Context: an optimization exercise on an open-source flow, tuned for small area. The choices shown serve that exercise and are no tape-out recipe. In this exercise RTL edits were held to simulation tests only and were not proved equivalent to the original. Power and IR drop assume default switching activity.

[config.mk]
export PLATFORM = sky130hd
export DESIGN_NAME = getOperand
export DESIGN_NICKNAME = getOperand
export VERILOG_FILES = /design/flow/design.v
export SDC_FILE = /design/flow/constraint.sdc
export NUM_CORES = 4
export LEC_CHECK = 0
export CAP_MARGIN = 10
export CORE_MARGIN = 2
export CORE_UTILIZATION = 70
export SLEW_MARGIN = 10
export SYNTH_HIERARCHICAL = 1
[constraint.sdc]
create_clock -name core_clock -period 6.0 [get_ports {clk}]
set_input_delay 1.2000 -clock core_clock [delete_from_list [all_inputs] [get_ports {clk}]]
set_output_delay 1.2000 -clock core_clock [all_outputs]
set_load 0.01 [all_outputs]
[design.v]
module rf_aoi222(input a1, a2, b1, b2, c1, c2, output y);
  assign y = ~((a1 & a2) | (b1 & b2) | (c1 & c2));
endmodule
module rf_aoi22(input a1, a2, b1, b2, output y);
  assign y = ~((a1 & a2) | (b1 & b2));
endmodule
module rf_aoi21(input a1, a2, b1, output y);
  assign y = ~((a1 & a2) | b1);
endmodule
module rf_nand2(input a, b, output y);
  assign y = ~(a & b);
endmodule
module rf_nand4(input a, b, c, d, output y);
  assign y = ~(a & b & c & d);
endmodule
module rf_nor2(input a, b, output y);
  assign y = ~(a | b);
endmodule
module rf_and2(input a, b, output y);
  assign y = a & b;
endmodule
module rf_ao21(input a1, a2, b1, output y);
  assign y = (a1 & a2) | b1;
endmodule
module rf_predec2(input [1:0] a, output [3:0] y);
  assign y = 4'b0001 << a;
endmodule
module rf_predec2e(input [1:0] a, input en, output [3:0] y);
  assign y = {3'd0, en} << a;
endmodule
module rf_predec3(input [2:0] a, output [7:0] y);
  assign y = 8'b00000001 << a;
endmodule
module rf_predec3e(input [2:0] a, input en, output [7:0] y);
  assign y = {7'd0, en} << a;
endmodule
module rf_dec5(input [4:0] a, output [31:1] sel);
  wire [3:0] lo;
  wire [7:0] hi;
  rf_predec2 u_lo(.a(a[1:0]), .y(lo));
  rf_predec3 u_hi(.a(a[4:2]), .y(hi));
  genvar i;
  generate
    for (i = 1; i < 32; i = i + 1) begin : g_sel
      rf_and2 u(.a(lo[i % 4]), .b(hi[i / 4]), .y(sel[i]));
    end
  endgenerate
endmodule
module rf_dec5e(input [4:0] a, input en, output [31:1] sel);
  wire [3:0] lo;
  wire [7:0] hi;
  rf_predec2  u_lo(.a(a[1:0]), .y(lo));
  rf_predec3e u_hi(.a(a[4:2]), .en(en), .y(hi));
  genvar i;
  generate
    for (i = 1; i < 32; i = i + 1) begin : g_sel
      rf_and2 u(.a(lo[i % 4]), .b(hi[i / 4]), .y(sel[i]));
    end
  endgenerate
endmodule
module rf_wdec5(input [4:0] a, input en, input rst, output [31:1] wen);
  wire [3:0] lo;
  wire [7:0] hi;
  rf_predec2e u_lo(.a(a[1:0]), .en(en), .y(lo));
  rf_predec3  u_hi(.a(a[4:2]), .y(hi));
  genvar i;
  generate
    for (i = 1; i < 32; i = i + 1) begin : g_wen
      rf_ao21 u(.a1(lo[i % 4]), .a2(hi[i / 4]), .b1(rst), .y(wen[i]));
    end
  endgenerate
endmodule
module rf_groups(input [31:1] sel, input [31:1] d, output [9:0] n);
  genvar g;
  generate
    for (g = 0; g < 10; g = g + 1) begin : g_aoi
      rf_aoi222 u(.a1(sel[3*g+1]), .a2(d[3*g+1]),
                  .b1(sel[3*g+2]), .b2(d[3*g+2]),
                  .c1(sel[3*g+3]), .c2(d[3*g+3]), .y(n[g]));
    end
  endgenerate
endmodule
module rf_or_tree(input [9:0] n, input n10, output y);
  wire x0, x1, a;
  rf_nand4 u0(.a(n[0]), .b(n[1]), .c(n[2]), .d(n[3]), .y(x0));
  rf_nand4 u1(.a(n[4]), .b(n[5]), .c(n[6]), .d(n[7]), .y(x1));
  rf_nor2  u2(.a(x0), .b(x1), .y(a));
  rf_nand4 u3(.a(a), .b(n[8]), .c(n[9]), .d(n10), .y(y));
endmodule
module getOperand(
  output [31:0] operand1,
  output [31:0] operand2,
  input  [31:0] instruction, write_data,
  input         RegDst, clk, reset, extendopt, regwrite, ALUsrc
);
  wire [4:0]  rs   = instruction[25:21];
  wire [4:0]  rt   = instruction[20:16];
  wire [4:0]  wreg = RegDst ? instruction[15:11] : instruction[20:16];
  wire        se   = ALUsrc & extendopt & instruction[15];
  wire [31:0] wdata = reset ? 32'd0 : write_data;
  reg  [31:0] Registers [1:31];
  wire [31:1] selA, selB, wen;
  wire [31:1] col [0:31];
  rf_wdec5 u_wdec(.a(wreg), .en(regwrite), .rst(reset), .wen(wen));
  rf_dec5  u_deca(.a(rs), .sel(selA));
  rf_dec5e u_decb(.a(rt), .en(~ALUsrc), .sel(selB));
  genvar i, b;
  generate
    for (i = 1; i < 32; i = i + 1) begin : g_reg
      always @(posedge clk)
        if (wen[i]) Registers[i] <= wdata;
      for (b = 0; b < 32; b = b + 1) begin : g_col
        assign col[b][i] = Registers[i][b];
      end
    end
    for (b = 0; b < 32; b = b + 1) begin : g_bit
      wire [9:0] na, nb;
      wire       na10, nb10;
      rf_groups u_ga(.sel(selA), .d(col[b]), .n(na));
      rf_groups u_gb(.sel(selB), .d(col[b]), .n(nb));
      rf_nand2  u_la(.a(selA[31]), .b(col[b][31]), .y(na10));
      rf_or_tree u_oa(.n(na), .n10(na10), .y(operand1[b]));
      if (b < 16) begin : g_lo
        rf_aoi22 u_lb(.a1(selB[31]), .a2(col[b][31]), .b1(ALUsrc),
                      .b2(instruction[b]), .y(nb10));
      end else begin : g_hi
        rf_aoi21 u_lb(.a1(selB[31]), .a2(col[b][31]), .b1(se), .y(nb10));
      end
      rf_or_tree u_ob(.n(nb), .n10(nb10), .y(operand2[b]));
    end
  endgenerate
endmodule
[flow/run.sh]
#!/bin/bash
# Standard layout, with the smallest port buffers, high-fanout drivers
# upsized before placement, and a clock tree of clkbuf_8 leaf clusters
# without dummy loads. Global placement keeps none of its own repair
# changes (GPL_KEEP_OVERFLOW=0): the resize step repairs the final placement.
set -euo pipefail
bash standard.sh \
  "BUFFER_PORTS_ARGS=-buffer_cell sky130_fd_sc_hd__buf_1" \
  "PRE_GLOBAL_PLACE_TCL=$(pwd)/flow/upsize.tcl" \
  "CTS_ARGS=-sink_clustering_enable -repair_clock_nets -dont_use_dummy_load -buf_list sky130_fd_sc_hd__clkbuf_8 -sink_clustering_size 16 -sink_clustering_max_diameter 70" \
  GPL_KEEP_OVERFLOW=0 ${TARGET:-finish} > make_finish.log 2>&1
[flow/upsize.tcl]
# Before global placement: give the high-fanout nets a driver strong enough
# for their load, so that repair does not buffer them, and return single-load
# gates that synthesis sized up to the smallest size.
set upsize_map {
  sky130_fd_sc_hd__and2_0  sky130_fd_sc_hd__and2_2
  sky130_fd_sc_hd__and2_1  sky130_fd_sc_hd__and2_2
  sky130_fd_sc_hd__a31o_1  sky130_fd_sc_hd__a31o_2
  sky130_fd_sc_hd__a21o_1  sky130_fd_sc_hd__a21o_2
}
# and single-load gates that synthesis sized up, back to the smallest size
set downsize_map {
  sky130_fd_sc_hd__a22oi_2 sky130_fd_sc_hd__a22oi_1
  sky130_fd_sc_hd__nor3_2  sky130_fd_sc_hd__nor3_1
  sky130_fd_sc_hd__a21oi_2 sky130_fd_sc_hd__a21oi_1
}
set upsized 0
set downsized 0
foreach inst [[ord::get_db_block] getInsts] {
  set master [[$inst getMaster] getName]
  if {![dict exists $upsize_map $master] && ![dict exists $downsize_map $master]} continue
  set fanout 0
  foreach it [$inst getITerms] {
    if {[$it isOutputSignal] && [$it getNet] != "NULL"} {
      set fanout [expr {[llength [[$it getNet] getITerms]] - 1}]
    }
  }
  if {[dict exists $upsize_map $master] && $fanout >= 20} {
    replace_cell [$inst getName] [dict get $upsize_map $master]
    incr upsized
  } elseif {[dict exists $downsize_map $master] && $fanout == 1} {
    replace_cell [$inst getName] [dict get $downsize_map $master]
    incr downsized
  }
}
# The reset gates of the write data (nor2b: Y = !A & B_N) load reset with the
# large A input of a strong nor2b; and2b (X = !A_N & B) computes the same with
# small inputs, so rebuild each high-fanout one as an and2b_2.
set block [ord::get_db_block]
set and2b [[ord::get_db] findMaster sky130_fd_sc_hd__and2b_2]
set swapped 0
foreach inst [$block getInsts] {
  if {[[$inst getMaster] getName] ne "sky130_fd_sc_hd__nor2b_1"} continue
  set na [[$inst findITerm A] getNet]
  set nb [[$inst findITerm B_N] getNet]
  set ny [[$inst findITerm Y] getNet]
  if {$na eq "NULL" || $nb eq "NULL" || $ny eq "NULL"} continue
  if {[llength [$ny getITerms]] - 1 < 20} continue
  set name [$inst getName]
  odb::dbInst_destroy $inst
  set new [odb::dbInst_create $block $and2b $name]
  [$new findITerm A_N] connect $na
  [$new findITerm B] connect $nb
  [$new findITerm X] connect $ny
  incr swapped
}
puts "upsize.tcl: rebuilt $swapped reset gates as and2b_2"
puts "upsize.tcl: upsized $upsized high-fanout drivers, downsized $downsized gates"
[standard.sh]
#!/bin/bash
# synth_recipe.tcl (not shown) runs the flow's synth.tcl, then flattens the netlist and writes it again
# the make line also repeats each setting of config.mk as NAME=value (left out here)
make -C /OpenROAD-flow-scripts/flow DESIGN_CONFIG=/design/flow/config.mk WORK_HOME=/design/flow/orfs CLKGATE_MAP_FILE= SYNTH_SCRIPT=/design/flow/synth_recipe.tcl "${@:-finish}"
==> notes.md <==
Final Max Slew Viols: 0
half-perimeter wire length after placement: 70,700 µm
DP Area: 40,800 µm²
Worst-Margin Slew: 1.34 ns
initial antenna violation count: 6
layout overhead on the synthesized area: 6.29%
HP Class: in -> reg
largest driver fanout on the critical path: 32
clock root buffer: sky130_fd_sc_hd__clkbuf_8
PostCTS Resize Cnt: 0
family with the most delay on the worst path: simple AND/OR/NAND/NOR gates
Most used DFF post-synth: sky130_fd_sc_hd__edfxtp_1
core area: 55,300 µm²
number of distinct library cell variants in the gate-level netlist after synthesis: 26
power density over cell area: 306 nW/µm²
cell taking the most area after synthesis: sky130_fd_sc_hd__edfxtp_1
kind of capture point of the worst setup path: output port
mean number of vias per cell: 9.45
Worst-path clk slew: 0.10 ns
number of instances in the synthesized netlist: 2,123
overall global routing resource usage: 0.460
Most flops, register: Registers
gp weighted congestion: 0.887
fill count: 3,264
Setup Fix Bufs, Post-CTS: 0
CP max-delay cell: sky130_fd_sc_hd__buf_2
number of logic stages on the critical path including buffering: 9
flip-flop count of the largest register, all copies and words added: 992
Post-Syn Area: 39,300 µm²
number of levels in the clock H-tree: 3
routed length on met2: 58,000 µm
port buffer count: 127
kind of critical path: in -> out
first-pass GRT wire length: 187,000 µm
most numerous cell on the critical path: sky130_fd_sc_hd__nand4_1
arrival time of data at the critical path endpoint: 4.61 ns
total DRC errors in the routed layout: 0
overall die width: 241 µm
IO Pins: 134
drt wl/cell: 44.0 µm
total of hold buffers inserted after clock tree synthesis: 0
leading cell types in the layout, fill and taps excluded: sky130_fd_sc_hd__edfxtp_1, sky130_fd_sc_hd__a222oi_1, sky130_fd_sc_hd__nand4_1
maximum resistive drop on vdd: 0.225 mV
relative slew slack: 0.106
number of enable flip-flop cells after synthesis: 992
unrepaired setup endpoints after global routing: false
share of async-settable or async-resettable flops after synthesis: 0
Cell Rows: 86
Max Cap Viol: 0
Worst setup SP type: input pin
count of nets after finishing: 2,392
remaining number of nets flagged by the antenna check after routing: 0
TritonCTS sink count: 992
outcome: complete, no violations
sequential-to-total area share from yosys stat: 0.758
total CTS buffers: 72
number of buffers on the longest clock path: 3
overall via count from detail_route: 28,988
die height: 241 µm
effective utilization at floorplan: 0.711
final global-route overflow total: 0
area enclosed by the die boundary: 58,100 µm²
Final Setup Violations: 0
final number of hold-violating endpoints: 0
period utilisation layout: 0.968
number of iterations in the first detailed-routing pass: 12
share of final-layout standard cells stronger than drive strength 1: 0.0961
fraction of post-synthesis cell area in the top cell type by area: 0.758
detailed-routed wire length on met3: 28,800 µm
post-route standard cell area excluding fillers: 41,800 µm²
number of global-route vias before repair: 28,267
net count after synthesis: 2,193
final critical delay including setup and external delays: 5.81 ns
max layer used: met5
stage delay of the slowest cell on the critical path: 0.58 ns
required time worst endpoint: 4.80 ns
core utilization of the finished layout: 0.756
Ys Warns: 9
count of state elements after synthesis: 992
post-synthesis average cell area: 18.5 µm²
combined buffer and inverter count along the critical path: 3
most common library cell in the layout ignoring fill and taps: sky130_fd_sc_hd__edfxtp_1
static leakage: 12.9 nW
Min Hold Slack: 1.19 ns
met1 wire length: 40,400 µm
footprint of the multi-input gates: 9570 µm²
crit path cell chain: buf_2 -> inv_1 -> and4bb_2 -> and2_2 -> a222oi_1 -> nand4_1 -> nor2_1 -> nand4_1 -> buf_1
largest net degree at the start of global routing: 46
number of cells on the worst hold path: 2
WL final: 135,000 µm
upper clock frequency limit: 172 MHz
top post-synthesis cells by area: sky130_fd_sc_hd__edfxtp_1, sky130_fd_sc_hd__a222oi_1, sky130_fd_sc_hd__nand4_1
largest registers: Registers (992)
setup TNS: 0 ns
footprint of the flip-flops and latches: 29,800 µm²
power after layout: 12.8 mW
clock tree from TritonCTS: done
detailed router's first-iteration violation count: 7,642
==> layer usage <==
layer / up-vias / GRT usage
met4: 10 / 0.227
met1: 13937 / 0.605
met2: 3531 / 0.666
met5: - / 0
li1: 10857 / -
met3: 653 / 0.196
==> area by class of cell <==
cell class              count  area share
diodes                      1   0.0000599
clock buffers              72      0.0237
inverters                   1   0.0000898
multi-input cells        1127       0.229
flip-flops and latches    992       0.713
well taps                 748      0.0224
repair buffers            128      0.0119
==> worst paths after layout <==
path / from / endpoint / slack, ns
worst min-delay path: write_data[22] / Registers[8][22] / 1.19
worst max-delay path: ALUsrc / operand2[3] / 0.19
==> synth_stat cells, drive strengths merged (4+ instances only) <==
library cell / instances
a21oi: 16
edfxtp: 992
nand4: 192
mux2: 5
a22oi: 16
and3: 4
nand2: 32
nor2b: 34
a222oi: 640
a21o: 31
nor3b: 7
nor2: 66
and3b: 8
and2: 64
==> modules after synthesis, one instance, submodules excluded, a selection <==
| module | cells inside | flops+latches | copies in the design | cell area, µm² |
|---|---|---|---|---|
| getOperand | 1034 | 992 | 1 | 30100 |
| rf_predec3e | 8 | 0 | 1 | 96.3 |
| rf_predec3 | 8 | 0 | 2 | 65.1 |
| rf_predec2e | 4 | 0 | 1 | 37.5 |
| rf_predec2 | 4 | 0 | 2 | 26.3 |
| rf_aoi22 | 1 | 0 | 16 | 12.5 |
| rf_aoi222 | 1 | 0 | 640 | 10.0 |
| rf_aoi21 | 1 | 0 | 16 | 8.76 |
| rf_ao21 | 1 | 0 | 31 | 7.51 |
| rf_and2 | 1 | 0 | 62 | 6.26 |
| rf_nand4 | 1 | 0 | 192 | 6.26 |
| rf_nand2 | 1 | 0 | 32 | 3.75 |
| rf_nor2 | 1 | 0 | 64 | 3.75 |
==> metrics by stage <==
stage | std cells | setup slack (ns)
after floorplan | 2123 | 1.78
after global placement | 2995 | -0.102
after detailed placement | 2996 | 0.522
after CTS | 3068 | 0.508
after global routing | 3069 | 0.318
final | 3069 | 0.193
==> cell families (layout without fill, tap and decap cells) <==
logic type,count (synthesis),in the layout,synth area share
compound gates,703,703,0.178
flops,992,992,0.758
buf+inv,4,201,0.000477
simple gates,419,419,0.0629
mux,5,5,0.00143
other cells,0,1,0
==> report_power, final <==
part           switching [mW]  total [mW]  internal, mW
logic                   0.817        1.05         0.228
clock network            2.02        3.10          1.08
registers               0.307        8.62          8.31
total                    3.14        12.8          9.62

## static timing again, ports no longer ideal
How much do the figures lean on ideal ports? The routed layout below was timed once more, with nothing changed but the port constraints. Step 1: set_driving_cell puts a clkbuf_16 on clk and a buf_2 on each other input, an assumption about the parent block. Step 2 times the ports against the registers' clock, not the clock port: input delays grow and output delays shrink by t, the midpoint of the rising clock arrivals with the driver on. a / b / c = ideal ports / drivers / drivers and shift; a / b = the first two.
shift t [ns]: 0.734
slack for setup (ns): 0.193 / 0.166 / 0.166
worst setup path at the end: input to output
latest minus earliest clock arrival (ns): 0.070 / 0.070
worst data-port slew with drivers (ns): 0.14
After both steps this run still meets setup and hold. The setup slack of this run moves by -0.027 ns with the drivers and by -0.027 ns with both steps.
